From an optimization exercise on the open Yosys and OpenROAD flow, aimed at small area and a short achievable clock period; shortcuts taken in it are not production practice.
At most, simulation tests tie the RTL to the original design; equivalence was not proved.
For runs 3 to 5, only the layout was checked, not whether the RTL still works.
No run shown here takes its clock network from TritonCTS; it comes from the design's own scripts or RTL.
The flow treats the clock pin as an ideal source. Dropping or thinning the clock tree relies on that and would not hold on a real chip.
Power figures rest on the tool's default switching activity, not on a simulated workload.

==> design.v <==
module xspi_top (
    input  wire        clk,
    input  wire        rst_n,
    input  wire        start,
    input  wire [7:0]  command,
    input  wire [47:0] address,
    input  wire [63:0] wr_data,
    output reg  [63:0] rd_data,
    output reg         done,
    output reg         ready,
    output reg         xspi_cs_n,
    output reg  [7:0]  xspi_io
);
    reg  [8:0]  jc;
    reg         is_wr;       
    reg         is_rd;       
    reg         clr_pend;    
    reg  [63:0] mem;         
    wire is_oth = ~is_wr & ~is_rd;
    wire [17:0] st;          
    assign st[0] = ~jc[0] & ~jc[8];
    genvar n;
    generate
        for (n = 1; n <= 8; n = n + 1) begin : g_up
            assign st[n] = jc[n - 1] & ~jc[n];
        end
        for (n = 10; n <= 17; n = n + 1) begin : g_down
            assign st[n] = ~jc[n - 10] & jc[n - 9];
        end
    endgenerate
    assign st[9] = jc[0] & jc[8];
    wire up_1_8  = jc[0] & ~jc[8];   
    wire st_9_15 = jc[8] & jc[6];    
    wire fin = (st[8] & is_oth) | (st[16] & is_wr) | st[17];
    always @(posedge clk or negedge rst_n) begin
        if (!rst_n)
            jc <= 9'd0;
        else if (fin)
            jc <= 9'd0;
        else
            jc <= {jc[7:0], ~jc[8] & (jc[0] | start)};
    end
    always @(posedge clk or negedge rst_n) begin
        if (!rst_n)
            clr_pend <= 1'b1;
        else if (st[8])
            clr_pend <= 1'b0;
    end
    always @(posedge clk) begin
        if (st[1]) begin
            is_wr <= (command == 8'hA5);
            is_rd <= (command == 8'hFF);
        end
    end
    wire [15:0] io_sel;
    assign io_sel[0]  = st[1];                      
    assign io_sel[1]  = st[7];                      
    assign io_sel[2]  = st[6];                      
    assign io_sel[3]  = st[5];                      
    assign io_sel[4]  = st[4];                      
    assign io_sel[5]  = st[3];                      
    assign io_sel[6]  = st[2];                      
    assign io_sel[7]  = is_wr & st[15];             
    assign io_sel[8]  = is_wr & st[14];             
    assign io_sel[9]  = is_wr & st[13];             
    assign io_sel[10] = is_wr & st[12];             
    assign io_sel[11] = is_wr & st[11];             
    assign io_sel[12] = is_wr & st[10];             
    assign io_sel[13] = is_wr & st[9];              
    assign io_sel[14] = is_wr & st[8];              
    assign io_sel[15] = is_rd & (st[8] | st_9_15);  
    wire [7:0] io_nx;
    xspi_bytesel io_mux (
        .sel(io_sel),
        .src({mem[63:56], wr_data, address, command}),
        .y(io_nx)
    );
    always @(posedge clk) begin
        xspi_io   <= io_nx;
        xspi_cs_n <= ~((up_1_8 & ~(st[8] & is_oth)) | st_9_15
                       | (st[16] & is_rd));
        done      <= fin;
        ready     <= st[16] & is_rd;
    end
    reg mem_sh;      
    reg rd_ld;       
    always @(posedge clk) begin
        mem_sh <= (is_wr & (st[8] | st_9_15))
                | (is_rd & (st[7] | st[8] | st[9] | st[10] | st[11]
                            | st[12] | st[13] | st[14]));
        rd_ld  <= is_rd & st[15];
    end
    wire [7:0] mem_in = (is_wr ? xspi_io : mem[63:56]) & {8{~clr_pend}};
    always @(posedge clk) begin
        if (clr_pend | mem_sh)
            mem <= {mem[55:0], mem_in};
    end
    always @(posedge clk) begin
        if (clr_pend | rd_ld)
            rd_data <= mem;
    end
endmodule
module xspi_bytesel (
    input  wire [15:0]  sel,
    input  wire [127:0] src,
    output wire [7:0]   y
);
    genvar b;
    generate
        for (b = 0; b < 8; b = b + 1) begin : g_bit
            wire [15:0] bits;
            genvar k;
            for (k = 0; k < 16; k = k + 1) begin : g_src
                assign bits[k] = sel[k] & src[8 * k + b];
            end
            assign y[b] = |bits;
        end
    endgenerate
endmodule
==> flow/run.sh <==
#!/bin/bash
# Layout flow: the standard ORFS flow (standard.sh), with these changes.
#  - The port buffers are plain buf_1 cells.
#  - flow/mycts.tcl replaces ORFS's CTS step. The clock port drives one
#    clock inverter, which drives CTS_NBUF clock inverters, each driving one
#    cluster of flip-flops. Then timing repair aims at CTS_MARGIN ns of setup
#    slack, and an area recovery pass gives each cell the smallest size that
#    keeps the worst slack that repair reached.
set -euo pipefail
export BUFFER_PORTS_ARGS="-buffer_cell sky130_fd_sc_hd__buf_1"
RES=$PWD/orfs/results/$FLOW_PLATFORM/xspi_top/base

bash standard.sh "BUFFER_PORTS_ARGS=$BUFFER_PORTS_ARGS" place > flow_1_to_3_place.log 2>&1

PLATFORM_DIR=$FLOW_HOME/platforms/$FLOW_PLATFORM RES=$RES CLK_PORT=clk PULL_OUT_FLOPS=1 PULL_OUT_BUFS=1 PULL_MATCH=*edfxtp* \
  CTS_ROOT=sky130_fd_sc_hd__clkinv_16 CTS_NBUF=6 CTS_BUFCELL=sky130_fd_sc_hd__clkinv_8 \
  SETUP_SLACK_MARGIN=4.95 AREA_RECOVER=1 AR_MAX_SLEW=0.4 AR_EPS=0.003 AR_GUARD=0.03 \
  openroad -no_init -exit flow/mycts.tcl > flow_4_cts.log 2>&1
cp $RES/4_1_cts.odb $RES/4_cts.odb
touch $RES/4_cts.sdc

bash standard.sh "BUFFER_PORTS_ARGS=$BUFFER_PORTS_ARGS" finish > flow_5_to_6_finish.log 2>&1
==> flow/mycts.tcl <==
# Clock tree by hand: the clock port drives NBUF clock buffers, each of which
# drives one cluster of the clock sinks (k-means on their placed positions).
# Then timing repair and legal placement as ORFS's CTS step does.
set plat $::env(PLATFORM_DIR)
set res $::env(RES)
set nbuf $::env(CTS_NBUF)
set bufcell $::env(CTS_BUFCELL)
read_liberty $plat/lib/sky130_fd_sc_hd__tt_025C_1v80.lib
read_db $res/3_place.odb
read_sdc $res/3_place.sdc
source $plat/setRC.tcl
set_dont_use [concat [get_lib_cells *probe*] [get_lib_cells *lpflow*]]

set db [ord::get_db]
set block [ord::get_db_block]
# Move each flip-flop that drives an output port buffer next to that buffer,
# so that the flip-flop's output net is short.
proc driver_of {net} {
  if {$net eq "NULL"} { return "" }
  foreach it [$net getITerms] {
    if {[$it isOutputSignal]} { return [$it getInst] }
  }
  return ""
}
set moved 0
if {[info exists ::env(PULL_OUT_FLOPS)] && $::env(PULL_OUT_FLOPS)} {
  foreach bt [$block getBTerms] {
    if {[$bt getIoType] ne "OUTPUT"} continue
    set buf [driver_of [$bt getNet]]
    if {$buf eq ""} continue
    set bin ""
    foreach it [$buf getITerms] { if {[$it isInputSignal]} { set bin $it } }
    if {$bin eq ""} continue
    set ff [driver_of [$bin getNet]]
    set pm "*df*"
    if {[info exists ::env(PULL_MATCH)]} { set pm $::env(PULL_MATCH) }
    if {$ff eq "" || ![string match $pm [[$ff getMaster] getName]]} continue
    if {[info exists ::env(PULL_OUT_BUFS)] && $::env(PULL_OUT_BUFS)} {
      lassign [$ff getLocation] fx fy
      $buf setLocation [expr {$fx + [[$ff getMaster] getWidth]}] $fy
    } else {
      lassign [$buf getLocation] bx by
      $ff setLocation $bx $by
    }
    incr moved
  }
  puts "moved $moved flip-flops next to their output buffers"
  detailed_placement
}
set clknet [$block findNet $::env(CLK_PORT)]
set sinks {}
foreach it [$clknet getITerms] {
  lappend sinks $it
}
puts "clock sinks: [llength $sinks]"
# positions
set px {}; set py {}
foreach it $sinks {
  set b [[$it getInst] getBBox]
  lappend px [expr {([$b xMin] + [$b xMax]) / 2.0}]
  lappend py [expr {([$b yMin] + [$b yMax]) / 2.0}]
}
set n [llength $sinks]
# k-means, seeded by sorting on angle around the centroid
set cx 0; set cy 0
foreach x $px y $py { set cx [expr {$cx + $x}]; set cy [expr {$cy + $y}] }
set cx [expr {$cx / $n}]; set cy [expr {$cy / $n}]
set cent {}
for {set k 0} {$k < $nbuf} {incr k} {
  set a [expr {2 * 3.14159265 * ($k + 0.5) / $nbuf}]
  lappend cent [list [expr {$cx + 20000 * cos($a)}] [expr {$cy + 20000 * sin($a)}]]
}
set cap [expr {int(ceil(double($n) / $nbuf)) + 2}]
for {set iter 0} {$iter < 50} {incr iter} {
  # balanced assignment: greedy by distance with a size cap
  set pairs {}
  for {set i 0} {$i < $n} {incr i} {
    for {set k 0} {$k < $nbuf} {incr k} {
      lassign [lindex $cent $k] ux uy
      set d [expr {abs([lindex $px $i] - $ux) + abs([lindex $py $i] - $uy)}]
      lappend pairs [list $d $i $k]
    }
  }
  set pairs [lsort -real -index 0 $pairs]
  set asg [lrepeat $n -1]
  set cnt [lrepeat $nbuf 0]
  foreach p $pairs {
    lassign $p d i k
    if {[lindex $asg $i] >= 0} continue
    if {[lindex $cnt $k] >= $cap} continue
    lset asg $i $k
    lset cnt $k [expr {[lindex $cnt $k] + 1}]
  }
  set newc {}
  for {set k 0} {$k < $nbuf} {incr k} {
    set sx 0; set sy 0; set m 0
    for {set i 0} {$i < $n} {incr i} {
      if {[lindex $asg $i] == $k} {
        set sx [expr {$sx + [lindex $px $i]}]; set sy [expr {$sy + [lindex $py $i]}]; incr m
      }
    }
    if {$m > 0} { lappend newc [list [expr {$sx / $m}] [expr {$sy / $m}]] } else { lappend newc [lindex $cent $k] }
  }
  set cent $newc
}
puts "cluster sizes: $cnt"
proc out_iterm {inst} {
  foreach it [$inst getITerms] {
    if {[$it isOutputSignal]} { return $it }
  }
  error "no output on [$inst getName]"
}
proc in_iterm {inst} {
  foreach it [$inst getITerms] {
    if {[$it isInputSignal]} { return $it }
  }
  error "no input on [$inst getName]"
}
# Optional root cell between the clock port and the cluster drivers.
set leafsrc $clknet
if {[info exists ::env(CTS_ROOT)] && $::env(CTS_ROOT) ne ""} {
  set rm [$db findMaster $::env(CTS_ROOT)]
  set root [odb::dbInst_create $block $rm "cts_root"]
  set leafsrc [odb::dbNet_create $block "cts_root_net"]
  $leafsrc setSigType CLOCK
  [in_iterm $root] connect $clknet
  [out_iterm $root] connect $leafsrc
  set sx 0; set sy 0
  foreach c $cent { set sx [expr {$sx + [lindex $c 0]}]; set sy [expr {$sy + [lindex $c 1]}] }
  $root setLocation [expr {int($sx / $nbuf)}] [expr {int($sy / $nbuf)}]
  $root setPlacementStatus PLACED
}
set master [$db findMaster $bufcell]
for {set k 0} {$k < $nbuf} {incr k} {
  set inst [odb::dbInst_create $block $master "cts_buf_$k"]
  set net [odb::dbNet_create $block "cts_net_$k"]
  $net setSigType CLOCK
  [in_iterm $inst] connect $leafsrc
  [out_iterm $inst] connect $net
  lassign [lindex $cent $k] ux uy
  $inst setLocation [expr {int($ux) - [$master getWidth] / 2}] [expr {int($uy)}]
  $inst setPlacementStatus PLACED
  for {set i 0} {$i < $n} {incr i} {
    if {[lindex $asg $i] == $k} {
      set it [lindex $sinks $i]
      $it disconnect
      $it connect $net
    }
  }
}
$clknet setSigType CLOCK
detailed_placement
set_propagated_clock [all_clocks]
estimate_parasitics -placement
report_clock_min_period
report_clock_latency
report_check_types -max_slew -max_capacitance -violators
foreach p [get_pins -of_objects [get_nets cts_net_*] -filter "direction==input"] { set sl [get_property $p slew_max] ; if {$sl > 0.09} { puts "slew $sl [get_full_name $p]" } }
report_checks -path_delay max -format end -group_path_count 3
set rt_args {-verbose}
if {[info exists ::env(SETUP_SLACK_MARGIN)]} { lappend rt_args -setup_margin $::env(SETUP_SLACK_MARGIN) }
repair_timing {*}$rt_args
detailed_placement
estimate_parasitics -placement

# Area recovery: give each cell the smallest size of its kind that keeps the
# worst setup slack (as repair_timing left it), keeps the slew on the cell's
# outputs under AR_MAX_SLEW ns and adds no slew or capacitance violation.
proc cell_kind {name} {
  if {[regexp {^(.*)_([0-9]+)$} $name -> base size]} { return [list $base $size] }
  return [list $name -1]
}
proc out_slew {inst} {
  set w 0
  foreach p [get_pins -of_objects $inst -filter "direction==output"] {
    set s [get_property $p slew_max]
    if {$s > $w} { set w $s }
  }
  return $w
}
if {[info exists ::env(AREA_RECOVER)] && $::env(AREA_RECOVER)} {
  set maxslew $::env(AR_MAX_SLEW)
  set floor [expr {[sta::worst_slack_cmd max] - $::env(AR_EPS) * 1e-9}]
  set nslew [sta::max_slew_violation_count]
  set ncap [sta::max_capacitance_violation_count]
  set guard 0
  if {[info exists ::env(AR_GUARD)]} { set guard $::env(AR_GUARD) }
  set gfloor [expr {$floor * 1e9 + $guard}]
  puts "area recovery: slack floor $floor, guard floor $gfloor ns"
  set todo {}
  foreach inst [get_cells *] {
    set iname [get_full_name $inst]
    if {[string match "cts_*" $iname]} continue
    set ref [get_property $inst ref_name]
    if {[string match "*tap*" $ref] || [string match "*fill*" $ref] || [string match "*decap*" $ref]} continue
    lassign [cell_kind $ref] base size
    if {$size < 0} continue
    set kinds [list $base]
    if {$base eq "sky130_fd_sc_hd__clkbuf" || $base eq "sky130_fd_sc_hd__buf"} {
      set kinds {sky130_fd_sc_hd__buf sky130_fd_sc_hd__clkbuf}
    }
    set area [get_property [get_lib_cells */$ref] area]
    set cands {}
    foreach k $kinds {
      foreach lc [get_lib_cells */${k}_*] {
        set ln [get_name $lc]
        lassign [cell_kind $ln] b2 s2
        if {$b2 ne $k} continue
        if {[get_property $lc is_buffer] != [get_property [get_lib_cells */$ref] is_buffer]} continue
        if {[get_property $lc dont_use]} continue
        set a2 [get_property $lc area]
        if {$a2 < $area - 0.01} { lappend cands [list $a2 $ln] }
      }
    }
    if {[llength $cands] == 0} continue
    set cands [lsort -real -index 0 $cands]
    lappend todo [list [expr {$area - [lindex $cands 0 0]}] $iname $ref $cands]
  }
  set todo [lsort -real -decreasing -index 0 $todo]
  set saved 0.0
  foreach t $todo {
    lassign $t gain iname ref cands
    set inst [get_cells $iname]
    set oldarea [get_property [get_lib_cells */$ref] area]
    foreach c $cands {
      lassign $c a2 ln
      replace_cell $inst [get_lib_cells */$ln]
      estimate_parasitics -placement
      set ok 1
      if {[sta::worst_slack_cmd max] < $floor} { set ok 0 }
      if {$ok && [out_slew $inst] > $maxslew} { set ok 0 }
      if {$ok && $guard > 0} {
        foreach p [get_pins -of_objects $inst -filter "direction==output"] {
          set ps [get_property $p slack_max]
          if {$ps ne "INF" && $ps < $gfloor} { set ok 0 }
        }
      }
      if {$ok && [sta::max_slew_violation_count] > $nslew} { set ok 0 }
      if {$ok && [sta::max_capacitance_violation_count] > $ncap} { set ok 0 }
      if {$ok} {
        set saved [expr {$saved + $oldarea - $a2}]
        break
      }
      replace_cell $inst [get_lib_cells */$ref]
      estimate_parasitics -placement
    }
  }
  puts "area recovery: saved $saved um2, worst slack [sta::worst_slack_cmd max]"
  detailed_placement
  estimate_parasitics -placement
}
check_placement -verbose
report_checks -path_delay max -format end -group_path_count 5
report_checks -path_delay max
write_db $res/4_1_cts.odb
write_sdc -no_timestamp $res/4_cts.sdc
==> standard.sh <==
#!/bin/bash
# synth_recipe.tcl (not shown) runs the flow's synth.tcl, then flattens the netlist and writes it again
# the make line also repeats each setting of config.mk as NAME=value (left out here)
make -C /OpenROAD-flow-scripts/flow DESIGN_CONFIG=/design/flow/config.mk WORK_HOME=/design/flow/orfs CLKGATE_MAP_FILE= SYNTH_SCRIPT=/design/flow/synth_recipe.tcl "${@:-finish}"
==> config.mk <==
export PLATFORM = sky130hd
export DESIGN_NAME = xspi_top
export DESIGN_NICKNAME = xspi_top
export VERILOG_FILES = /design/flow/design.v
export SDC_FILE = /design/flow/constraint.sdc
export NUM_CORES = 4
export LEC_CHECK = 0
export ABC_CLOCK_PERIOD_IN_PS = 2100
export CAP_MARGIN = 20
export CORE_MARGIN = 2
export CORE_UTILIZATION = 40
export SLEW_MARGIN = 20
export SYNTH_HIERARCHICAL = 1
export SYNTH_MINIMUM_KEEP_SIZE = 0
==> constraint.sdc <==
create_clock -name core_clock -period 7.0 [get_ports {clk}]
set_input_delay 1.4000 -clock core_clock [delete_from_list [all_inputs] [get_ports {clk}]]
set_output_delay 1.4000 -clock core_clock [all_outputs]
set_load 0.01 [all_outputs]
==> flow_summary.toml, run 1 <==
[outcome]
status = "no timing/DRC/antenna violations"

[critical_path]
cp_top_family = "flip-flops"
endpoint = "rd_data[35]"
cp_max_fo = 1
cp_data_required_time_ps = 5600
r2r_end = "xspi_io[2]"
slowest_delay_ps = 380
reg2reg_depth = 6
cp.depth = 1
end_kind = "output port"
crit_path_start_kind = "register"
r2r_setup_slack_ps = 5090
cp_cell_sequence = "buf_1"
cp_num_buf_inv = 1
r2r-start = "jc[7]"
crit_path_top_delay_cell = "edfxtp_1"
path_class = "reg2out"
arrival_ps = 740
startpoint = "rd_data[35]"

[sta]
rsz0062_at_grt = "false"
min_period_ps = 2140
maxSlewViolCount = 0
fin_skew_ps = 16.9
finalCritPeriodShare_pct = 30.6
setup_tns_ps = 0
fmax_ghz = 0.467
slew_headroom_pct = 40.4
worst_pin_slew_ps = 893
setup_viol = 0
hold_violations = 0

[synth]
synth_top_area_share_pct = 68.5
synthAdderAreaFrac_pct = 0
ys_warn_count = 7
synth_seq_cells = 153
synth_cells = 319
synth_nets = 442
yosys-mux-area-fraction_pct = 1.40
synth-xor-area-share_pct = 0
synth-simple-area-share_pct = 6.82
async_reset_ff_share_pct = 6.54
syn_area_per_cell_um2 = 17.9
synth_top_cell_by_area = "edfxtp_1"
synth_flop_cell = "edfxtp_1"
syn-cell-area_um2 = 5700
synth-compound-area-share_pct = 11.7
synth_area_leaders = "edfxtp_1 68%, a22o_1 4.8%, dfxtp_1 4.6%"
synth_top_family_by_area = "compound AO/OA/AOI/OAI gates"
ys_seq_area_share_pct = 77.4
synth_edf_count = 130
synth.distinct_cells = 37

[global_route]
grt_pass1_vias = 3636
overflow = 0
track_usage_pct = 18.9
grt_max_degree = 65
grt_pass1_wl_mm = 21.4
grt_antenna_before_repair = 0

[route]
postRouteAntennaNets = 0
dr.first_iter.drc_count = 397
totalWireLength_mm = 14.8
post_drt_wl_per_cell_um = 21.4
drcViolationCount = 0
vias = 3566
viasPerCell = 5.17
drtPass1Iterations = 4

[floorplan]
num_rows = 43
dieWidth_um = 123
io_pins = 198
coreArea_um2 = 13900
die_area_um2 = 15200
start_util_pct = 41.1
die_h_um = 123

[finish]
drive_gt1_share_pct = 13.0
layout.nets = 634
utilization_pct = 48.2
area_growth_pct = 17.4
layout_common_cells = "156 x buf_1, 130 x edfxtp_1, 35 x clkbuf_2"
final_common_cell = "buf_1"

[worst_hold_path]
hold_path.startpoint = "mem[28]"
hp-class = "reg2reg"

[pwr]
peakVddDrop_mv = 0.143
powerDensity_nw_per_um2 = 400
p_total_w = 0.00268
leakagePower_nw = 2.25

[clocking]
path_clk_slew_ps = 110
clk_latency_ps = 220

[run]
drv_cap = 0

[place]
io_buffers = 197
place_hpwl_mm = 11.2
gp_congestion = 0.908
-- cell type report --
type                            instances  area, um2
Antenna cell                            1       2.50
Multi-Input combinational cell        146       1080
Timing Repair Buffer                  202        830
Sequential cell                       153       4430
Fill cell                            1243       7180
Inverter                                8        131
Tap cell                              180        225
-- where the power goes --
part	switching, W	total [W]	internal (W)
Clock	0.000292	0.000340	0.0000487
Combinational	0.000421	0.000686	0.000265
Sequential	0.000187	0.00165	0.00147
Total	0.000900	0.00268	0.00178
-- per-module statistics from Yosys (local to each module, per instance) --
module / cell area (um2) / cells
xspi_bytesel: 769 / 88
xspi_top: 4930 / 231
-- per-layer routing --
layer  GRT usage (%)  share of wire (%)
met1            24.7                 40
met2            32.8                 49
met3            3.18                7.9
met4            4.76                3.1
met5               0                  0
-- flip-flops by register name, indices dropped and copies added, names as in the netlist, 8 cells and up --
register / flops
xspi_io: 8
rd_data: 64
jc: 9
mem: 64
-- kinds of logic after synthesis --
family / after synthesis
buf+inv: 20
mux: 8
flops: 153
compound gates: 72
simple gates: 66
-- per-stage QoR --
step / hold slack, ps / cell area (um2) / std cells / worst slack (ps)
final: 439 / 6700 / 690 / 4860
after global routing: 445 / 6690 / 689 / 4820
after detailed placement: 430 / 6530 / 678 / 4680
after global placement: 425 / 6530 / 677 / 4640
after floorplan: 421 / 5700 / 319 / 4880
-- synthesized netlist by cell type (all sizes together) (2+ instances only) --
library cell,instances
dfrtp,9
nand4,10
nand2,6
or2,3
and2,3
nor2b,20
buf,12
and3,2
edfxtp,130
a22o,32
a221oi,33
nor2,16
dfxtp,13
clkbuf,7
mux2i,8
-- worst min path at each step --
stage / endpoint / slack [ps] / depth (start not counted)
floorplan: mem[10] / 420 / 0
global placement: mem[9] / 420 / 0
detailed placement: rd_data[33] / 430 / 0
global route: mem[36] / 440 / 0
finish: rd_data[28] / 440 / 0
==> run 2, diff against run 1 <==
--- a/flow/run.sh
+++ b/flow/run.sh
@@ -16,3 +16,3 @@
   CTS_ROOT=sky130_fd_sc_hd__clkinv_16 CTS_NBUF=6 CTS_BUFCELL=sky130_fd_sc_hd__clkinv_8 \
-  SETUP_SLACK_MARGIN=4.95 AREA_RECOVER=1 AR_MAX_SLEW=0.4 AR_EPS=0.003 AR_GUARD=0.03 \
+  SETUP_SLACK_MARGIN=5.0 AREA_RECOVER=1 AR_MAX_SLEW=0.4 AR_EPS=0.003 AR_GUARD=0.03 \
   openroad -no_init -exit flow/mycts.tcl > flow_4_cts.log 2>&1
==> flow_summary.toml, run 2 <==
[outcome]
status = "no timing/DRC/antenna violations"

[route]
viasPerCell = 5.20
dr.first_iter.drc_count = 424
postRouteAntennaNets = 0
totalWireLength_mm = 14.9
post_drt_wl_per_cell_um = 21.6
drcViolationCount = 0
vias = 3591
drtPass1Iterations = 4

[sta]
maxSlewViolCount = 0
hold_violations = 0
finalCritPeriodShare_pct = 30.5
rsz0062_at_grt = "false"
fin_skew_ps = 12.8
slew_headroom_pct = 39.5
worst_pin_slew_ps = 907
setup_viol = 0
fmax_ghz = 0.468
min_period_ps = 2130
setup_tns_ps = 0

[critical_path]
path_class = "reg2out"
reg2reg_depth = 6
cp_top_family = "flip-flops"
arrival_ps = 730
crit_path_start_kind = "register"
slowest_delay_ps = 380
cp_max_fo = 1
r2r_end = "xspi_io[6]"
r2r_setup_slack_ps = 5100
end_kind = "output port"
r2r-start = "jc[7]"
crit_path_top_delay_cell = "edfxtp_1"
cp_data_required_time_ps = 5600
cp_num_buf_inv = 1
cp_cell_sequence = "buf_1"

[floorplan]
io_pins = 198
num_rows = 43
die_h_um = 123
die_area_um2 = 15200
start_util_pct = 41.1
coreArea_um2 = 13900
dieWidth_um = 123

[pwr]
peakVddDrop_mv = 0.144
p_total_w = 0.00268
leakagePower_nw = 2.25
powerDensity_nw_per_um2 = 400

[finish]
final_common_cell = "buf_1"
final_area_um2 = 6700
layout_common_cells = "156 x buf_1, 130 x edfxtp_1, 35 x clkbuf_2"
layout.nets = 634
drive_gt1_share_pct = 13.0
area_growth_pct = 17.4
reg_top3 = "mem: 64 flops, rd_data: 64 flops, jc: 9 flops"
utilization_pct = 48.2
fillers = 1243

[worst_hold_path]
min_to = "rd_data[28]"
whs_path_depth = 0
hp-class = "reg2reg"
hold_path.startpoint = "mem[28]"

[global_route]
gr-usage-met3_pct = 3.14
grt_antenna_before_repair = 0
grt_pass1_vias = 3625
grt_max_degree = 65
grt_pass1_wl_mm = 21.5
top_usage_layer = "met2"
grt_util_met1_pct = 24.9
track_usage_pct = 19.0
overflow = 0
use_met2_pct = 33.1

[run]
drv_cap = 0

[place]
gp_congestion = 0.908
placed_cell_area_um2 = 6530
io_buffers = 197
place_hpwl_mm = 11.2

[synth]
synth_flop_cell = "edfxtp_1"
synth_edf_count = 130
synth_area_leaders = "edfxtp_1 68%, a22o_1 4.8%, dfxtp_1 4.6%"
synth_nets = 442
ys_seq_area_share_pct = 77.4
ys_warn_count = 7
synth_cells = 319
synth.distinct_cells = 37
yosysMostFrequentCell = "edfxtp_1"
synth_top_area_share_pct = 68.5
syn_area_per_cell_um2 = 17.9
syn-cell-area_um2 = 5700
synth_seq_cells = 153
async_reset_ff_share_pct = 6.54
synth_common_cells = "130 x edfxtp_1, 31 x a22o_1, 28 x a221oi_1, 16 x nor2_1"
synth_top_cell_by_area = "edfxtp_1"

[clocking]
path_clk_slew_ps = 100
clk_latency_ps = 210
-- run 2: Yosys stat by module (local to each module, per instance) --
module | flip-flops and latches | times used
xspi_bytesel | 0 | 1
xspi_top | 153 | 1
-- run 2: metrics by stage --
step                instances  hold WS (ps)  setup WS, ps
finish                    690           439          4870
global route              689           445          4820
global placement          677           425          4640
detailed placement        678           430          4680
floorplan                 319           421          4880
-- run 2: how the worst max path moves through the flow --
| stage | end | cells past startpoint | slack (ps) | start |
|---|---|---|---|---|
| 3_5_place_dp | xspi_io[7] | 4 | 4680 | command[7] |
| 6_report | rd_data[35] | 1 | 4870 | rd_data[35] |
| 3_3_place_gp | xspi_io[1] | 4 | 4640 | is_wr |
| 5_1_grt | rd_data[58] | 1 | 4820 | rd_data[58] |
| 2_1_floorplan | is_wr | 2 | 4880 | command[1] |
-- run 2: kinds of logic (layout without fill, tap and decap cells) --
family | count (synthesis) | after routing | share of synthesized area [%]
other cells | 0 | 1 | 0
flops | 153 | 153 | 77.4
compound gates | 72 | 72 | 11.7
buf+inv | 20 | 210 | 2.61
mux | 8 | 8 | 1.40
simple gates | 66 | 66 | 6.82
-- run 2: power by group --
part / internal [W] / leakage (nW) / switching, W
clock: 0.0000487 / 0.0528 / 0.000291
combinational: 0.000265 / 0.751 / 0.000424
sequential: 0.00147 / 1.45 / 0.000188
-- run 2: final cells by class --
| cell class | count | area [um2] | share of cell area (%) |
|---|---|---|---|
| timing repair buffer | 202 | 830 | 12.4 |
| tap | 180 | 225 | 3.36 |
| antenna | 1 | 2.50 | 0.0374 |
| sequential | 153 | 4430 | 66.1 |
| multi-input combinational | 146 | 1080 | 16.2 |
| inverter | 8 | 131 | 1.96 |
-- run 2: per-layer routing --
metal	part of all wire [%]	wire, um
met1	39	5880
met2	49	7380
met3	8.5	1270
met4	2.5	380
met5	0	0
==> run 3, diff against run 2 <==
--- a/design.v
+++ b/design.v
@@ -84,13 +84,14 @@
     end
-    reg mem_sh;      
+    reg mem_wsh;     
+    reg mem_rot;     
     reg rd_ld;       
     always @(posedge clk) begin
-        mem_sh <= (is_wr & (st[8] | st_9_15))
-                | (is_rd & (st[7] | st[8] | st[9] | st[10] | st[11]
-                            | st[12] | st[13] | st[14]));
-        rd_ld  <= is_rd & st[15];
+        mem_wsh <= is_wr & (st[8] | st_9_15);
+        mem_rot <= is_rd & (st[7] | st[8] | st[9] | st[10] | st[11]
+                            | st[12] | st[13] | st[14]);
+        rd_ld   <= is_rd & st[15];
     end
-    wire [7:0] mem_in = (is_wr ? xspi_io : mem[63:56]) & {8{~clr_pend}};
+    wire [7:0] mem_in = (mem_wsh ? xspi_io : mem[63:56]) & {8{~clr_pend}};
     always @(posedge clk) begin
-        if (clr_pend | mem_sh)
+        if (clr_pend | mem_wsh | mem_rot)
             mem <= {mem[55:0], mem_in};
--- a/flow/run.sh
+++ b/flow/run.sh
@@ -16,3 +16,3 @@
   CTS_ROOT=sky130_fd_sc_hd__clkinv_16 CTS_NBUF=6 CTS_BUFCELL=sky130_fd_sc_hd__clkinv_8 \
-  SETUP_SLACK_MARGIN=5.0 AREA_RECOVER=1 AR_MAX_SLEW=0.4 AR_EPS=0.003 AR_GUARD=0.03 \
+  SETUP_SLACK_MARGIN=4.95 AREA_RECOVER=1 AR_MAX_SLEW=0.4 AR_EPS=0.003 AR_GUARD=0.03 \
   openroad -no_init -exit flow/mycts.tcl > flow_4_cts.log 2>&1
==> flow_summary.toml, run 3 <==
[synth]
syn_area_per_cell_um2 = 17.8
synth_cells = 321
yosysMostFrequentCell = "edfxtp_1"
ys_seq_area_share_pct = 77.4
synth_common_cells = "130 x edfxtp_1, 31 x a22o_1, 27 x a221oi_1, 17 x nor2_1, 14 x dfxtp_1"
synth_flop_cell = "edfxtp_1"
syn-cell-area_um2 = 5730
ys_warn_count = 7
synth_nets = 444
synth_edf_count = 130
synth_seq_cells = 154
synth_top_cell_by_area = "edfxtp_1"
synth_area_leaders = "edfxtp_1 68%, dfxtp_1 4.9%, a22o_1 4.7%"
synth.distinct_cells = 39
async_reset_ff_share_pct = 6.49
synth_top_area_share_pct = 68.2

[critical_path]
crit_path_top_delay_cell = "a221oi_1"
reg2reg_depth = 2
slowest_delay_ps = 310
crit_path_start_kind = "input pin"
r2r_setup_slack_ps = 5090
arrival_ps = 2230
r2r-start = "mem_wsh"
path_class = "in2reg"
end_kind = "register"
cp_max_fo = 2
cp_data_required_time_ps = 7090
endpoint = "xspi_io[7]"
r2r_end = "mem[6]"
cp_cell_sequence = "buf_1 -> a22o_1 -> a221oi_1 -> nand4_1"
startpoint = "command[7]"

[place]
dp.cells = 682
place_hpwl_mm = 10.8
placed_cell_area_um2 = 6570
io_buffers = 197
gp_congestion = 0.859

[clocking]
clk_latency_ps = 220
path_clk_slew_ps = 100

[sta]
min_period_ps = 2140
fmax_ghz = 0.467
slew_headroom_pct = 41.5
hold_ws_ps = 422
hold_violations = 0
worst_pin_slew_ps = 876
fin_skew_ps = 29.0
setup_viol = 0
setup_tns_ps = 0
rsz0062_at_grt = "false"
maxSlewViolCount = 0
finalCritPeriodShare_pct = 30.6

[worst_hold_path]
whs_path_depth = 0
hp-class = "reg2reg"

[route]
drtPass1Iterations = 4
postRouteAntennaNets = 0
post_drt_wl_per_cell_um = 20.7
drcViolationCount = 0
vias = 3561
viasPerCell = 5.15
totalWireLength_mm = 14.3
dr.first_iter.drc_count = 306

[global_route]
grt_pass1_vias = 3698
grt_antenna_before_repair = 0
overflow = 0
grt_max_degree = 65
track_usage_pct = 18.2
grt_pass1_wl_mm = 21.0

[finish]
reg_top3 = "mem: 64 flops, rd_data: 64 flops, jc: 9 flops"
drive_gt1_share_pct = 14.3
diodes = 0
utilization_pct = 48.3
final_area_um2 = 6730
final_cell_count_no_fill = 692
layout.nets = 637
fillers = 1252
final_common_cell = "buf_1"
area_growth_pct = 17.5
layout_common_cells = "155 x buf_1, 130 x edfxtp_1, 36 x clkbuf_2"

[pwr]
peakVddDrop_mv = 0.182
leakagePower_nw = 2.26
powerDensity_nw_per_um2 = 410

[floorplan]
start_util_pct = 41.1
io_pins = 198
dieWidth_um = 124
die_area_um2 = 15300
coreArea_um2 = 13900
die_h_um = 124
num_rows = 43

[outcome]
status = "no timing/DRC/antenna violations"

[run]
drv_cap = 0
==> run 3: worst min path at each step <==
stage / from / endpoint / slack, ps
after global placement: mem[43] / mem[51] / 420
after floorplan: mem[2] / mem[10] / 420
after detailed placement: mem[20] / rd_data[20] / 430
after global routing: mem[30] / mem[38] / 430
final: mem[20] / rd_data[20] / 420
==> run 3: area by class of cell <==
| class | instances | area, um2 | area share [%] |
|---|---|---|---|
| Tap cell | 180 | 225 | 3.35 |
| Inverter | 8 | 131 | 1.95 |
| Multi-Input combinational cell | 147 | 1090 | 16.3 |
| Timing Repair Buffer | 203 | 836 | 12.4 |
| Sequential cell | 154 | 4450 | 66.0 |
==> run 3: cell families after synthesis <==
kind of cell | after synthesis | synth area share (%)
DFF | 154 | 77.4
AOI/OAI and AO/OA | 73 | 11.6
and+or+nand+nor | 66 | 6.92
buffers and inverters | 20 | 2.62
muxes | 8 | 1.40
==> run 3: critical path: cells and delay by family <==
kind,cells,cell delay (ps)
AND/OR/NAND/NOR,1,140
buffers and inverters,1,120
AO/OA/AOI/OAI,2,570
==> run 3: power by group <==
group / leakage [nW] / internal [W] / switching [W]
sequential: 1.46 / 0.00152 / 0.000202
clock: 0.0528 / 0.0000486 / 0.000282
combinational: 0.747 / 0.000266 / 0.000445
==> run 3: routing by layer <==
layer	GRT usage [%]	routed length, um
met5	0	0
met4	5.89	512
met3	2.52	1190
met2	30.8	6980
met1	24.2	5620
==> run 3: metrics by stage <==
stage	total power, W	setup WS (ps)
global placement	0.00242	4630
finish	0.00276	4860
global route	0.00292	4800
detailed placement	0.00246	4620
floorplan	0.00218	4610
==> run 3: per-module statistics from Yosys, one instance, submodules excluded <==
module | times used | flip-flops and latches
xspi_bytesel | 1 | 0
xspi_top | 1 | 154
==> run 4, diff against run 3 <==
--- a/flow/run.sh
+++ b/flow/run.sh
@@ -14,5 +14,5 @@
 
-PLATFORM_DIR=$FLOW_HOME/platforms/$FLOW_PLATFORM RES=$RES CLK_PORT=clk PULL_OUT_FLOPS=1 PULL_OUT_BUFS=1 PULL_MATCH=*edfxtp* \
+PLATFORM_DIR=$FLOW_HOME/platforms/$FLOW_PLATFORM RES=$RES CLK_PORT=clk \
   CTS_ROOT=sky130_fd_sc_hd__clkinv_16 CTS_NBUF=6 CTS_BUFCELL=sky130_fd_sc_hd__clkinv_8 \
-  SETUP_SLACK_MARGIN=4.95 AREA_RECOVER=1 AR_MAX_SLEW=0.4 AR_EPS=0.003 AR_GUARD=0.03 \
+  SETUP_SLACK_MARGIN=4.85 AREA_RECOVER=1 AR_MAX_SLEW=0.4 AR_EPS=0.003 \
   openroad -no_init -exit flow/mycts.tcl > flow_4_cts.log 2>&1
--- a/flow/mycts.tcl
+++ b/flow/mycts.tcl
@@ -34,12 +34,5 @@
     set ff [driver_of [$bin getNet]]
-    set pm "*df*"
-    if {[info exists ::env(PULL_MATCH)]} { set pm $::env(PULL_MATCH) }
-    if {$ff eq "" || ![string match $pm [[$ff getMaster] getName]]} continue
-    if {[info exists ::env(PULL_OUT_BUFS)] && $::env(PULL_OUT_BUFS)} {
-      lassign [$ff getLocation] fx fy
-      $buf setLocation [expr {$fx + [[$ff getMaster] getWidth]}] $fy
-    } else {
-      lassign [$buf getLocation] bx by
-      $ff setLocation $bx $by
-    }
+    if {$ff eq "" || ![string match "*df*" [[$ff getMaster] getName]]} continue
+    lassign [$buf getLocation] bx by
+    $ff setLocation $bx $by
     incr moved
@@ -185,6 +178,3 @@
   set ncap [sta::max_capacitance_violation_count]
-  set guard 0
-  if {[info exists ::env(AR_GUARD)]} { set guard $::env(AR_GUARD) }
-  set gfloor [expr {$floor * 1e9 + $guard}]
-  puts "area recovery: slack floor $floor, guard floor $gfloor ns"
+  puts "area recovery: slack floor $floor"
   set todo {}
@@ -231,8 +221,2 @@
       if {$ok && [out_slew $inst] > $maxslew} { set ok 0 }
-      if {$ok && $guard > 0} {
-        foreach p [get_pins -of_objects $inst -filter "direction==output"] {
-          set ps [get_property $p slack_max]
-          if {$ps ne "INF" && $ps < $gfloor} { set ok 0 }
-        }
-      }
       if {$ok && [sta::max_slew_violation_count] > $nslew} { set ok 0 }
==> flow_summary.toml, run 4 <==
[synth]
synth.distinct_cells = 39
synth_top_area_share_pct = 68.2
ys_warn_count = 7
synth_edf_count = 130
syn-cell-area_um2 = 5730
synth_top_cell_by_area = "edfxtp_1"
async_reset_ff_share_pct = 6.49
synth_area_leaders = "edfxtp_1 68%, dfxtp_1 4.9%, a22o_1 4.7%"
syn_area_per_cell_um2 = 17.8
synth_seq_cells = 154
ys_seq_area_share_pct = 77.4
synth_cells = 321
yosysMostFrequentCell = "edfxtp_1"
synth_flop_cell = "edfxtp_1"
synth_nets = 444
synth_common_cells = "130 x edfxtp_1, 31 x a22o_1, 27 x a221oi_1, 17 x nor2_1, 14 x dfxtp_1"

[global_route]
overflow = 0
track_usage_pct = 18.0
top_usage_layer = "met2"
grt_pass1_vias = 3771
grt_pass1_wl_mm = 20.8
grt_max_degree = 65
grt_antenna_before_repair = 0
gr-usage-met3_pct = 2.20
grt_util_met1_pct = 23.8
use_met2_pct = 30.9

[pwr]
peakVddDrop_mv = 0.202
combPwrFrac_pct = 24.7
leakagePower_nw = 2.13
swShare_pct = 33.9
p_switching_w = 0.000926
p_clk_share_pct = 12.3
p_int_w = 0.00180
seq_power_share_pct = 63.0
powerDensity_nw_per_um2 = 412

[critical_path]
cp_top_family = "flip-flops"
end_kind = "output port"
r2r_setup_slack_ps = 4960
path_class = "reg2out"
cp_max_fo = 2
arrival_ps = 770
cp_data_required_time_ps = 5600
cp_num_buf_inv = 1
crit_path_start_kind = "register"
crit_path_top_delay_cell = "dfxtp_1"
cp_cell_sequence = "buf_1"
slowest_delay_ps = 390

[finish]
multi_input_area_um2 = 1080
fillers = 1319
final_common_cell = "buf_1"
reg_top3 = "mem: 64 flops, rd_data: 64 flops, jc: 9 flops"
final_cell_count_no_fill = 689
ff_latch_area_um2 = 4440
layout_common_cells = "195 x buf_1, 130 x edfxtp_1, 32 x a22o_1, 32 x a221oi_1, 19 x nor2b_1"
area_growth_pct = 15.8
drive_gt1_share_pct = 3.73
diodes = 0
layout.nets = 634

[sta]
fin_skew_ps = 16.8
rsz0062_at_grt = "false"
setup_viol = 0
worst_pin_slew_ps = 882
setup_ws_ps = 4830
hold_violations = 0
slew_headroom_pct = 41.1
maxSlewViolCount = 0
min_period_ps = 2170
fmax_ghz = 0.461
setup_tns_ps = 0
finalCritPeriodShare_pct = 31.0

[route]
drcViolationCount = 0
vias = 3623
dr.first_iter.drc_count = 240
postRouteAntennaNets = 0
totalWireLength_mm = 14.2
viasPerCell = 5.26
drtPass1Iterations = 4
post_drt_wl_per_cell_um = 20.6

[floorplan]
start_util_pct = 41.1
io_pins = 198
die_h_um = 124
dieWidth_um = 124
num_rows = 43
coreArea_um2 = 13900
die_area_um2 = 15300

[clocking]
clk_latency_ps = 220
path_clk_slew_ps = 100

[place]
dp_slack_ps = 4620
io_buffers = 197
place_hpwl_mm = 10.8
dp.cells = 682
gp_congestion = 0.859

[run]
drv_cap = 0

[outcome]
status = "no timing/DRC/antenna violations"

[worst_hold_path]
hp-class = "reg2reg"
==> run 4: power by group through the flow <==
stage | Combinational, W | Sequential [W] | Clock [W]
finish | 0.000674 | 0.00172 | 0.000335
global placement | 0.000696 | 0.00173 | 0
floorplan | 0.000477 | 0.00170 | 0
global route | 0.000749 | 0.00177 | 0.000382
detailed placement | 0.000711 | 0.00174 | 0
==> run 4: cell families after synthesis <==
| group | Yosys count | share of synthesized area [%] |
|---|---|---|
| compound gates | 73 | 11.6 |
| buf+inv | 20 | 2.62 |
| flops | 154 | 77.4 |
| mux | 8 | 1.40 |
| simple gates | 66 | 6.92 |
==> run 4: layer usage <==
metal | vias to the layer above | part of all wire, %
met5 | - | 0
met4 | 0 | 3.4
met3 | 28 | 7.2
met2 | 201 | 49
met1 | 1721 | 40
li1 | 1673 | -
==> run 4: area by class of cell <==
class	instances	area share [%]
inverter	8	1.98
multi-input combinational	147	16.3
sequential	154	66.9
timing repair buffer	200	11.5
tap	180	3.39
==> run 4: metrics by stage <==
step	instance area [um2]	hold WS [ps]	power [W]	utilization, %
floorplan	5730	421	0.00218	-
global placement	6570	425	0.00242	47.1
detailed placement	6570	430	0.00246	47.1
global route	6630	453	0.00290	47.6
finish	6630	442	0.00273	47.6
==> run 4: worst paths after layout <==
path | startpoint | end | depth (start not counted)
setup / recovery | xspi_io[7] | xspi_io[7] | 1
setup reg to reg | jc[7] | xspi_io[7] | 6
min in group asynchronous | rst_n | jc[0] | 1
max in group asynchronous | rst_n | jc[6] | 1
hold reg to reg | mem[2] | rd_data[2] | 0
hold / removal | mem[2] | rd_data[2] | 0
==> run 4: Yosys stat by module, one instance, submodules excluded <==
module,flip-flops and latches,cell area (um2),cells
xspi_top,154,4960,233
xspi_bytesel,0,769,88
==> run 5, diff against run 4 <==
--- a/design.v
+++ b/design.v
@@ -17,2 +17,3 @@
     reg         clr_pend;    
+    reg  [2:0]  ph;          
     reg  [63:0] mem;         
@@ -32,3 +33,5 @@
     wire up_1_8  = jc[0] & ~jc[8];   
+    wire up_1_7  = jc[0] & ~jc[7];   
     wire st_9_15 = jc[8] & jc[6];    
+    wire go = st[0] & start;         
     wire fin = (st[8] & is_oth) | (st[16] & is_wr) | st[17];
@@ -49,3 +52,3 @@
     always @(posedge clk) begin
-        if (st[1]) begin
+        if (go) begin
             is_wr <= (command == 8'hA5);
@@ -54,3 +57,12 @@
     end
-    wire [15:0] io_sel;
+    always @(posedge clk or negedge rst_n) begin
+        if (!rst_n)
+            ph <= 3'd0;
+        else if (st[8] & is_wr)
+            ph <= 3'd0;
+        else
+            ph <= ph + 3'd1;
+    end
+    wire ph0 = (ph == 3'd0);
+    wire [23:0] io_sel;
     assign io_sel[0]  = st[1];                      
@@ -70,3 +82,11 @@
     assign io_sel[14] = is_wr & st[8];              
-    assign io_sel[15] = is_rd & (st[8] | st_9_15);  
+    assign io_sel[15] = is_rd & st[15];             
+    assign io_sel[16] = is_rd & st[14];             
+    assign io_sel[17] = is_rd & st[13];             
+    assign io_sel[18] = is_rd & st[12];             
+    assign io_sel[19] = is_rd & st[11];             
+    assign io_sel[20] = is_rd & st[10];             
+    assign io_sel[21] = is_rd & st[9];              
+    assign io_sel[22] = is_rd & st[8] & ~ph0;       
+    assign io_sel[23] = is_rd & st[8] & ph0;        
     wire [7:0] io_nx;
@@ -74,3 +94,3 @@
         .sel(io_sel),
-        .src({mem[63:56], wr_data, address, command}),
+        .src({mem[63:56], rd_data, wr_data, address, command}),
         .y(io_nx)
@@ -85,3 +105,2 @@
     reg mem_wsh;     
-    reg mem_rot;     
     reg rd_ld;       
@@ -89,11 +108,8 @@
         mem_wsh <= is_wr & (st[8] | st_9_15);
-        mem_rot <= is_rd & (st[7] | st[8] | st[9] | st[10] | st[11]
-                            | st[12] | st[13] | st[14]);
-        rd_ld   <= is_rd & st[15];
+        rd_ld   <= (ph == 3'd7)
+                 & ((go & (command == 8'hFF)) | (is_rd & up_1_7));
     end
     wire [7:0] mem_in = (mem_wsh ? xspi_io : mem[63:56]) & {8{~clr_pend}};
-    always @(posedge clk) begin
-        if (clr_pend | mem_wsh | mem_rot)
-            mem <= {mem[55:0], mem_in};
-    end
+    always @(posedge clk)
+        mem <= {mem[55:0], mem_in};
     always @(posedge clk) begin
@@ -104,4 +120,4 @@
 module xspi_bytesel (
-    input  wire [15:0]  sel,
-    input  wire [127:0] src,
+    input  wire [23:0]  sel,
+    input  wire [191:0] src,
     output wire [7:0]   y
@@ -111,5 +127,5 @@
         for (b = 0; b < 8; b = b + 1) begin : g_bit
-            wire [15:0] bits;
+            wire [23:0] bits;
             genvar k;
-            for (k = 0; k < 16; k = k + 1) begin : g_src
+            for (k = 0; k < 24; k = k + 1) begin : g_src
                 assign bits[k] = sel[k] & src[8 * k + b];
==> flow_summary.toml, run 5 <==
[critical_path]
cp_max_fo = 2
cp_top_family = "flip-flops"
arrival_ps = 830
cp_cell_sequence = "buf_1"
crit_path_top_delay_cell = "edfxtp_1"
cp_num_buf_inv = 1
cp_data_required_time_ps = 5600
path_class = "reg2out"
slowest_delay_ps = 450
end_kind = "output port"
crit_path_start_kind = "register"

[sta]
min_period_ps = 2230
hold_violations = 0
finalCritPeriodShare_pct = 31.8
hold_ws_ps = 350
slew_headroom_pct = 11.7
rsz0062_at_grt = "false"
setup_tns_ps = 0
maxSlewViolCount = 0
fin_skew_ps = 10.9
setup_viol = 0
fmax_ghz = 0.449
worst_pin_slew_ps = 1320

[clocking]
clk_latency_ps = 220
path_clk_slew_ps = 100

[synth]
synth_top_cell_by_area = "edfxtp_1"
synth_nets = 524
syn-cell-area_um2 = 5640
ys_warn_count = 7
ys_seq_area_share_pct = 68.2
synth_top_area_share_pct = 35.1
synth_seq_cells = 156
synth_cells = 398
synth_area_leaders = "edfxtp_1 35%, dfxtp_1 27%, a22oi_1 12%"
async_reset_ff_share_pct = 8.33
yosysMostFrequentCell = "a22oi_1"
syn_area_per_cell_um2 = 14.2
synth_common_cells = "91 x a22oi_1, 77 x dfxtp_1, 66 x edfxtp_1, 26 x nand4_1"
synth_flop_cell = "dfxtp_1"
synth_edf_count = 66
synth.distinct_cells = 38

[floorplan]
coreArea_um2 = 13800
io_pins = 198
die_h_um = 123
start_util_pct = 40.8
die_area_um2 = 15100
dieWidth_um = 123
num_rows = 43

[place]
place_hpwl_mm = 14.0
io_buffers = 197
gp_congestion = 0.926
placed_cell_area_um2 = 6430

[route]
viasPerCell = 5.66
drcViolationCount = 0
drtPass1Iterations = 5
postRouteAntennaNets = 0
totalWireLength_mm = 19.6
dr.first_iter.drc_count = 435
post_drt_wl_per_cell_um = 25.0
vias = 4434

[finish]
layout.nets = 732
diodes = 0
reg_top3 = "mem: 64 flops, rd_data: 64 flops, jc: 9 flops"
final_area_um2 = 6590
drive_gt1_share_pct = 3.15
final_common_cell = "buf_1"
layout_common_cells = "224 x buf_1, 96 x a22oi_1, 77 x dfxtp_1"
area_growth_pct = 16.7

[global_route]
grt_pass1_wl_mm = 27.3
grt_util_met1_pct = 35.9
grt_antenna_before_repair = 0
overflow = 0
gr-usage-met3_pct = 4.32
grt_pass1_vias = 4371
use_met2_pct = 39.8
grt_max_degree = 38
top_usage_layer = "met2"
track_usage_pct = 25.2

[pwr]
p_switching_w = 0.000891
p_int_w = 0.00156
combPwrFrac_pct = 27.2
swShare_pct = 36.3
seq_power_share_pct = 59.0
leakagePower_nw = 2.25
p_clk_share_pct = 13.8
powerDensity_nw_per_um2 = 372
peakVddDrop_mv = 0.152

[run]
drv_cap = 0

[outcome]
status = "no timing/DRC/antenna violations"

[worst_hold_path]
hp-class = "reg2reg"
[run 5: cell types whose count changed after synthesis, sizes merged, moves of 3 or more]
cell | before | now
a221oi | 32 | 0
a22o | 32 | 0
a22oi | 0 | 96
and3b | 1 | 12
buf | 13 | 26
dfrtp | 9 | 12
dfxtp | 14 | 77
edfxtp | 130 | 66
ha | 0 | 3
inv | 1 | 4
nand4 | 10 | 26
nor2 | 17 | 13
nor2b | 19 | 16
or3 | 2 | 9
[run 5: power by group through the flow]
| stage | logic (W) | clock network [W] | registers (W) |
|---|---|---|---|
| final | 0.000667 | 0.000339 | 0.00144 |
| after global placement | 0.000662 | 0 | 0.00145 |
| after global routing | 0.000711 | 0.000380 | 0.00148 |
| after detailed placement | 0.000671 | 0 | 0.00146 |
| after floorplan | 0.000450 | 0 | 0.00141 |
[run 5: cell type report]
| class | count | area, um2 |
|---|---|---|
| multi-input cells | 208 | 1500 |
| fillers | 1374 | 7240 |
| repair buffers | 229 | 868 |
| flip-flops and latches | 156 | 3850 |
| inverters | 11 | 143 |
| well taps | 180 | 225 |
[run 5: modules after synthesis, one instance, submodules excluded]
| module | cells inside | flip-flops and latches | area [um2] | copies in the design |
|---|---|---|---|---|
| xspi_bytesel | 152 | 0 | 1150 | 1 |
| xspi_top | 246 | 156 | 4500 | 1 |
[run 5: logic make-up (layout without fill, tap and decap cells)]
| kind of cell | count (synthesis) | after routing | synth area share (%) |
|---|---|---|---|
| muxes | 8 | 8 | 1.42 |
| DFF | 156 | 156 | 68.2 |
| buffers and inverters | 34 | 240 | 4.37 |
| and+or+nand+nor | 94 | 94 | 11.0 |
| AOI/OAI and AO/OA | 103 | 103 | 14.3 |
| adders and majority gates | 3 | 3 | 0.665 |
[run 5: path summary, 6_finish.rpt]
| kind | to | slack (ps) | depth (start not counted) | from |
|---|---|---|---|---|
| worst max register to register | xspi_io[4] | 4850 | 7 | jc[8] |
| worst max-delay path | rd_data[52] | 4770 | 1 | rd_data[52] |
| worst min-delay path | mem[50] | 350 | 0 | mem[42] |
| max in group asynchronous | jc[0] | 5250 | 1 | rst_n |
| worst min register to register | mem[50] | 350 | 0 | mem[42] |
| min in group asynchronous | ph[1] | 1240 | 1 | rst_n |
[run 5: per-stage QoR]
| stage | worst slack [ps] | std cells | power (W) | util (%) |
|---|---|---|---|---|
| floorplan | 4870 | 398 | 0.00186 | - |
| global placement | 4530 | 752 | 0.00211 | 46.5 |
| detailed placement | 4530 | 752 | 0.00213 | 46.5 |
| global route | 4720 | 784 | 0.00257 | 47.6 |
| finish | 4770 | 784 | 0.00245 | 47.6 |
[run 5: per-layer routing]
metal	vias to the layer above	routed length, um
li1	1949	-
met1	2107	7740
met2	332	8720
met3	46	2600
met4	0	569
met5	-	0
==> run 6, diff against run 5 <==
--- a/design.v
+++ b/design.v
@@ -17,3 +17,2 @@
     reg         clr_pend;    
-    reg  [2:0]  ph;          
     reg  [63:0] mem;         
@@ -33,5 +32,3 @@
     wire up_1_8  = jc[0] & ~jc[8];   
-    wire up_1_7  = jc[0] & ~jc[7];   
     wire st_9_15 = jc[8] & jc[6];    
-    wire go = st[0] & start;         
     wire fin = (st[8] & is_oth) | (st[16] & is_wr) | st[17];
@@ -52,3 +49,3 @@
     always @(posedge clk) begin
-        if (go) begin
+        if (st[1]) begin
             is_wr <= (command == 8'hA5);
@@ -57,12 +54,3 @@
     end
-    always @(posedge clk or negedge rst_n) begin
-        if (!rst_n)
-            ph <= 3'd0;
-        else if (st[8] & is_wr)
-            ph <= 3'd0;
-        else
-            ph <= ph + 3'd1;
-    end
-    wire ph0 = (ph == 3'd0);
-    wire [23:0] io_sel;
+    wire [15:0] io_sel;
     assign io_sel[0]  = st[1];                      
@@ -82,11 +70,3 @@
     assign io_sel[14] = is_wr & st[8];              
-    assign io_sel[15] = is_rd & st[15];             
-    assign io_sel[16] = is_rd & st[14];             
-    assign io_sel[17] = is_rd & st[13];             
-    assign io_sel[18] = is_rd & st[12];             
-    assign io_sel[19] = is_rd & st[11];             
-    assign io_sel[20] = is_rd & st[10];             
-    assign io_sel[21] = is_rd & st[9];              
-    assign io_sel[22] = is_rd & st[8] & ~ph0;       
-    assign io_sel[23] = is_rd & st[8] & ph0;        
+    assign io_sel[15] = is_rd & (st[8] | st_9_15);  
     wire [7:0] io_nx;
@@ -94,3 +74,3 @@
         .sel(io_sel),
-        .src({mem[63:56], rd_data, wr_data, address, command}),
+        .src({mem[63:56], wr_data, address, command}),
         .y(io_nx)
@@ -104,12 +84,15 @@
     end
-    reg mem_wsh;     
+    reg mem_sh;      
     reg rd_ld;       
     always @(posedge clk) begin
-        mem_wsh <= is_wr & (st[8] | st_9_15);
-        rd_ld   <= (ph == 3'd7)
-                 & ((go & (command == 8'hFF)) | (is_rd & up_1_7));
+        mem_sh <= (is_wr & (st[8] | st_9_15))
+                | (is_rd & (st[7] | st[8] | st[9] | st[10] | st[11]
+                            | st[12] | st[13] | st[14]));
+        rd_ld  <= is_rd & st[15];
     end
-    wire [7:0] mem_in = (mem_wsh ? xspi_io : mem[63:56]) & {8{~clr_pend}};
-    always @(posedge clk)
-        mem <= {mem[55:0], mem_in};
+    wire [7:0] mem_in = (is_wr ? xspi_io : mem[63:56]) & {8{~clr_pend}};
+    always @(posedge clk) begin
+        if (clr_pend | mem_sh)
+            mem <= {mem[55:0], mem_in};
+    end
     always @(posedge clk) begin
@@ -120,4 +103,4 @@
 module xspi_bytesel (
-    input  wire [23:0]  sel,
-    input  wire [191:0] src,
+    input  wire [15:0]  sel,
+    input  wire [127:0] src,
     output wire [7:0]   y
@@ -127,5 +110,5 @@
         for (b = 0; b < 8; b = b + 1) begin : g_bit
-            wire [23:0] bits;
+            wire [15:0] bits;
             genvar k;
-            for (k = 0; k < 24; k = k + 1) begin : g_src
+            for (k = 0; k < 16; k = k + 1) begin : g_src
                 assign bits[k] = sel[k] & src[8 * k + b];
==> flow/run.sh (replaced) <==
#!/bin/bash
# Layout flow: the standard ORFS flow (standard.sh), with these changes.
#  - The port buffers are plain buf_1 cells.
#  - flow/mycts.tcl replaces ORFS's CTS step. It first moves each output
#    port buffer that an enable flip-flop drives next to that flip-flop.
#    Then it builds the clock tree: the clock port drives one clock
#    inverter, which drives CTS_NBUF clock inverters, each driving one
#    cluster of flip-flops. Then timing repair aims at SETUP_SLACK_MARGIN ns
#    of setup slack, and an area recovery pass gives each cell the smallest
#    size that keeps the worst slack that repair reached (and keeps AR_GUARD
#    ns more on the paths through the cell).
set -euo pipefail
export BUFFER_PORTS_ARGS="-buffer_cell sky130_fd_sc_hd__buf_1"
RES=$PWD/orfs/results/$FLOW_PLATFORM/xspi_top/base

bash standard.sh "BUFFER_PORTS_ARGS=$BUFFER_PORTS_ARGS" place > flow_1_to_3_place.log 2>&1

PLATFORM_DIR=$FLOW_HOME/platforms/$FLOW_PLATFORM RES=$RES CLK_PORT=clk \
  PULL_OUT_FLOPS=1 PULL_OUT_BUFS=1 PULL_MATCH='*edfxtp*' \
  CTS_ROOT=sky130_fd_sc_hd__clkinv_16 CTS_NBUF=6 CTS_BUFCELL=sky130_fd_sc_hd__clkinv_8 \
  SETUP_SLACK_MARGIN=4.95 AREA_RECOVER=1 AR_MAX_SLEW=0.4 AR_EPS=0.003 AR_GUARD=0.05 \
  openroad -no_init -exit flow/mycts.tcl > flow_4_cts.log 2>&1
cp $RES/4_1_cts.odb $RES/4_cts.odb
touch $RES/4_cts.sdc

bash standard.sh "BUFFER_PORTS_ARGS=$BUFFER_PORTS_ARGS" finish > flow_5_to_6_finish.log 2>&1
--- a/flow/mycts.tcl
+++ b/flow/mycts.tcl
@@ -1,4 +1,14 @@
-# Clock tree by hand: the clock port drives NBUF clock buffers, each of which
-# drives one cluster of the clock sinks (k-means on their placed positions).
-# Then timing repair and legal placement as ORFS's CTS step does.
+# Clock tree step, run in place of ORFS's CTS step on 3_place.odb; writes
+# 4_1_cts.odb and 4_cts.sdc.
+#  1. PULL_OUT_FLOPS: each output port buffer driven by a flip-flop whose cell
+#     matches PULL_MATCH is moved next to that flip-flop (PULL_OUT_BUFS), or
+#     the flip-flop next to the buffer; then legal placement.
+#  2. Clock tree by hand: the clock port drives CTS_ROOT (if set), which
+#     drives CTS_NBUF cells CTS_BUFCELL, each driving one cluster of the clock
+#     sinks (balanced k-means on their placed positions).
+#  3. repair_timing towards SETUP_SLACK_MARGIN, then (AREA_RECOVER) area
+#     recovery: each cell gets the smallest size of its kind that keeps the
+#     worst setup slack, keeps AR_GUARD ns more on the paths through the
+#     cell, keeps its output slew under AR_MAX_SLEW and adds no slew or
+#     capacitance violation.
 set plat $::env(PLATFORM_DIR)
@@ -34,5 +44,12 @@
     set ff [driver_of [$bin getNet]]
-    if {$ff eq "" || ![string match "*df*" [[$ff getMaster] getName]]} continue
-    lassign [$buf getLocation] bx by
-    $ff setLocation $bx $by
+    set pm "*df*"
+    if {[info exists ::env(PULL_MATCH)]} { set pm $::env(PULL_MATCH) }
+    if {$ff eq "" || ![string match $pm [[$ff getMaster] getName]]} continue
+    if {[info exists ::env(PULL_OUT_BUFS)] && $::env(PULL_OUT_BUFS)} {
+      lassign [$ff getLocation] fx fy
+      $buf setLocation [expr {$fx + [[$ff getMaster] getWidth]}] $fy
+    } else {
+      lassign [$buf getLocation] bx by
+      $ff setLocation $bx $by
+    }
     incr moved
@@ -178,3 +195,6 @@
   set ncap [sta::max_capacitance_violation_count]
-  puts "area recovery: slack floor $floor"
+  set guard 0
+  if {[info exists ::env(AR_GUARD)]} { set guard $::env(AR_GUARD) }
+  set gfloor [expr {$floor * 1e9 + $guard}]
+  puts "area recovery: slack floor $floor, guard floor $gfloor ns"
   set todo {}
@@ -221,2 +241,8 @@
       if {$ok && [out_slew $inst] > $maxslew} { set ok 0 }
+      if {$ok && $guard > 0} {
+        foreach p [get_pins -of_objects $inst -filter "direction==output"] {
+          set ps [get_property $p slack_max]
+          if {$ps ne "INF" && $ps < $gfloor} { set ok 0 }
+        }
+      }
       if {$ok && [sta::max_slew_violation_count] > $nslew} { set ok 0 }
==> flow_summary.toml, run 6 <==
[outcome]
status = "no timing/DRC/antenna violations"

[critical_path]
cp_top_family = "flip-flops"
crit_path_top_delay_cell = "edfxtp_1"
cp_max_fo = 1
arrival_ps = 740
cp.depth = 1
slowest_delay_ps = 380
r2r_setup_slack_ps = 5070
path_class = "reg2out"
startpoint = "rd_data[35]"
endpoint = "rd_data[35]"
r2r-start = "jc[7]"
cp_num_buf_inv = 1
cp_cell_sequence = "buf_1"
reg2reg_depth = 6
cp_data_required_time_ps = 5600
r2r_end = "xspi_io[2]"
end_kind = "output port"
crit_path_start_kind = "register"

[synth]
syn_area_per_cell_um2 = 17.9
ys_warn_count = 7
synth_top_cell_by_area = "edfxtp_1"
synth.distinct_cells = 37
syn-cell-area_um2 = 5700
synth_top_family_by_area = "compound AO/OA/AOI/OAI gates"
yosysMostFrequentCell = "edfxtp_1"
synth_nets = 442
async_reset_ff_share_pct = 6.54
synth_seq_cells = 153
synth-compound-area-share_pct = 11.7
synth-simple-area-share_pct = 6.82
synth_cells = 319
synth_flop_cell = "edfxtp_1"
synthAdderAreaFrac_pct = 0
synth-xor-area-share_pct = 0
yosys-mux-area-fraction_pct = 1.40
synth_area_leaders = "edfxtp_1 68%, a22o_1 4.8%, dfxtp_1 4.6%"
synth_edf_count = 130
synth_common_cells = "130 x edfxtp_1, 31 x a22o_1, 28 x a221oi_1, 16 x nor2_1"
ys_seq_area_share_pct = 77.4
synth_top_area_share_pct = 68.5

[global_route]
overflow = 0
grt_max_degree = 65
grt_pass1_wl_mm = 21.5
grt_antenna_before_repair = 0
grt_pass1_vias = 3647
track_usage_pct = 19.0

[pwr]
leakagePower_nw = 2.29
powerDensity_nw_per_um2 = 401
peakVddDrop_mv = 0.143

[finish]
final_area_um2 = 6740
drive_gt1_share_pct = 14.5
reg_top3 = "mem: 64 flops, rd_data: 64 flops, jc: 9 flops"
area_growth_pct = 18.3
layout_common_cells = "149 x buf_1, 130 x edfxtp_1, 42 x clkbuf_2"
multi_input_area_um2 = 1090
final_cell_count_no_fill = 690
layout.nets = 634
utilization_pct = 48.6
final_common_cell = "buf_1"
ff_latch_area_um2 = 4430
fillers = 1241

[sta]
worst_pin_slew_ps = 896
min_period_ps = 2140
fin_skew_ps = 17.1
setup_ws_ps = 4860
finalCritPeriodShare_pct = 30.5
setup_viol = 0
slew_headroom_pct = 40.3
setup_tns_ps = 0
maxSlewViolCount = 0
hold_violations = 0
rsz0062_at_grt = "false"
fmax_ghz = 0.468

[route]
post_drt_wl_per_cell_um = 21.6
totalWireLength_mm = 14.9
postRouteAntennaNets = 0
dr.first_iter.drc_count = 415
drcViolationCount = 0
vias = 3599
viasPerCell = 5.22
drtPass1Iterations = 5

[worst_hold_path]
hp-class = "reg2reg"

[run]
drv_cap = 0

[clocking]
path_clk_slew_ps = 110
clk_latency_ps = 220

[floorplan]
die_h_um = 123
io_pins = 198
num_rows = 43
start_util_pct = 41.1
coreArea_um2 = 13900
die_area_um2 = 15200
dieWidth_um = 123

[place]
dp_slack_ps = 4680
io_buffers = 197
gp_congestion = 0.908
placed_cell_area_um2 = 6530
dp.cells = 678
place_hpwl_mm = 11.2
## run 6: cell types whose count changed after synthesis, sizes merged, moves of 8 or more
cell	change
a221oi	+33
a22o	+32
a22oi	-96
and3b	-11
buf	-14
dfxtp	-64
edfxtp	+64
nand4	-16
or3	-8
## run 6: cell families after synthesis
| kind of cell | Yosys count |
|---|---|
| DFF | 153 |
| AOI/OAI and AO/OA | 72 |
| and+or+nand+nor | 66 |
| buffers and inverters | 20 |
| muxes | 8 |
## run 6: routing by layer
metal | track usage, % | share of wire [%] | vias up
met5 | 0 | 0 | -
met4 | 4.47 | 2.5 | 0
met3 | 3.23 | 8.0 | 21
li1 | - | - | 1670
met2 | 33.0 | 50 | 188
met1 | 24.8 | 40 | 1720
## run 6: stage by stage
| stage | hold WS (ps) | power (W) |
|---|---|---|
| final | 438 | 0.00270 |
| after global routing | 445 | 0.00286 |
| after detailed placement | 430 | 0.00236 |
| after global placement | 425 | 0.00234 |
| after floorplan | 421 | 0.00210 |
## run 6: Yosys stat by module, one instance, submodules excluded
module	copies in the design	cells inside	cell area (um2)
xspi_top	1	231	4930
xspi_bytesel	1	88	769
## run 6: layout make-up
type,count,share of cell area (%)
sequential,153,65.6
multi-input combinational,146,16.1
timing repair buffer,202,12.9
tap,180,3.34
inverter,8,1.95
antenna,1,0.0371
## run 6: where the power goes
part           internal [W]  total (W)  switching [W]
clock             0.0000488   0.000340       0.000291
sequential          0.00147    0.00166       0.000191
combinational      0.000282   0.000705       0.000423
## run 6: how the worst min path moves through the flow
stage	slack, ps	startpoint	cells past startpoint	end
detailed placement	430	mem[33]	0	rd_data[33]
finish	440	mem[28]	0	rd_data[28]
global placement	420	mem[1]	0	mem[9]
floorplan	420	mem[2]	0	mem[10]
global route	440	mem[28]	0	mem[36]

==> afterwards: timing with drivers on the ports <==
How much do the figures lean on ideal ports? The routed layouts below were timed once more, with nothing changed but the port constraints. Step 1 sets driving cells, clkbuf_16 on the clock port and buf_2 on the other inputs (assumed; they add their load-dependent delay and slew). Step 2 adds t to the input delays and takes it off the output delays; t is the mean of the earliest and latest rising clock arrival at the registers after step 1. Input paths then give back, and output paths get back, about the clock's delay inside the block. a / b / c = ideal ports / drivers / drivers and shift; a / b = the first two.
| run | shift t [ns] | slack for setup (ns) | latest minus earliest clock arrival (ns) | worst slew at a driven data input, ns | cell pins on the clock port's net |
|---|---|---|---|---|---|
| run 1 | 0.284 | 4.861 / 4.786 / 4.658 | 0.021 / 0.021 | 0.09 | 1 |
| run 2 | 0.284 | 4.865 / 4.790 / 4.639 | 0.018 / 0.018 | 0.08 | 1 |
| run 3 | 0.276 | 4.858 / 4.798 / 4.629 | 0.029 / 0.030 | 0.07 | 1 |
| run 4 | 0.282 | 4.829 / 4.754 / 4.642 | 0.017 / 0.017 | 0.07 | 1 |
| run 5 | 0.284 | 4.773 / 4.700 / 4.538 | 0.011 / 0.011 | 0.06 | 1 |
| run 6 | 0.283 | 4.864 / 4.789 / 4.654 | 0.021 / 0.021 | 0.09 | 1 |
After both steps setup and hold are still met in every run listed. The setup slack of run 5, which loses most, moves by -0.073 ns with the drivers and by -0.235 ns with both steps.
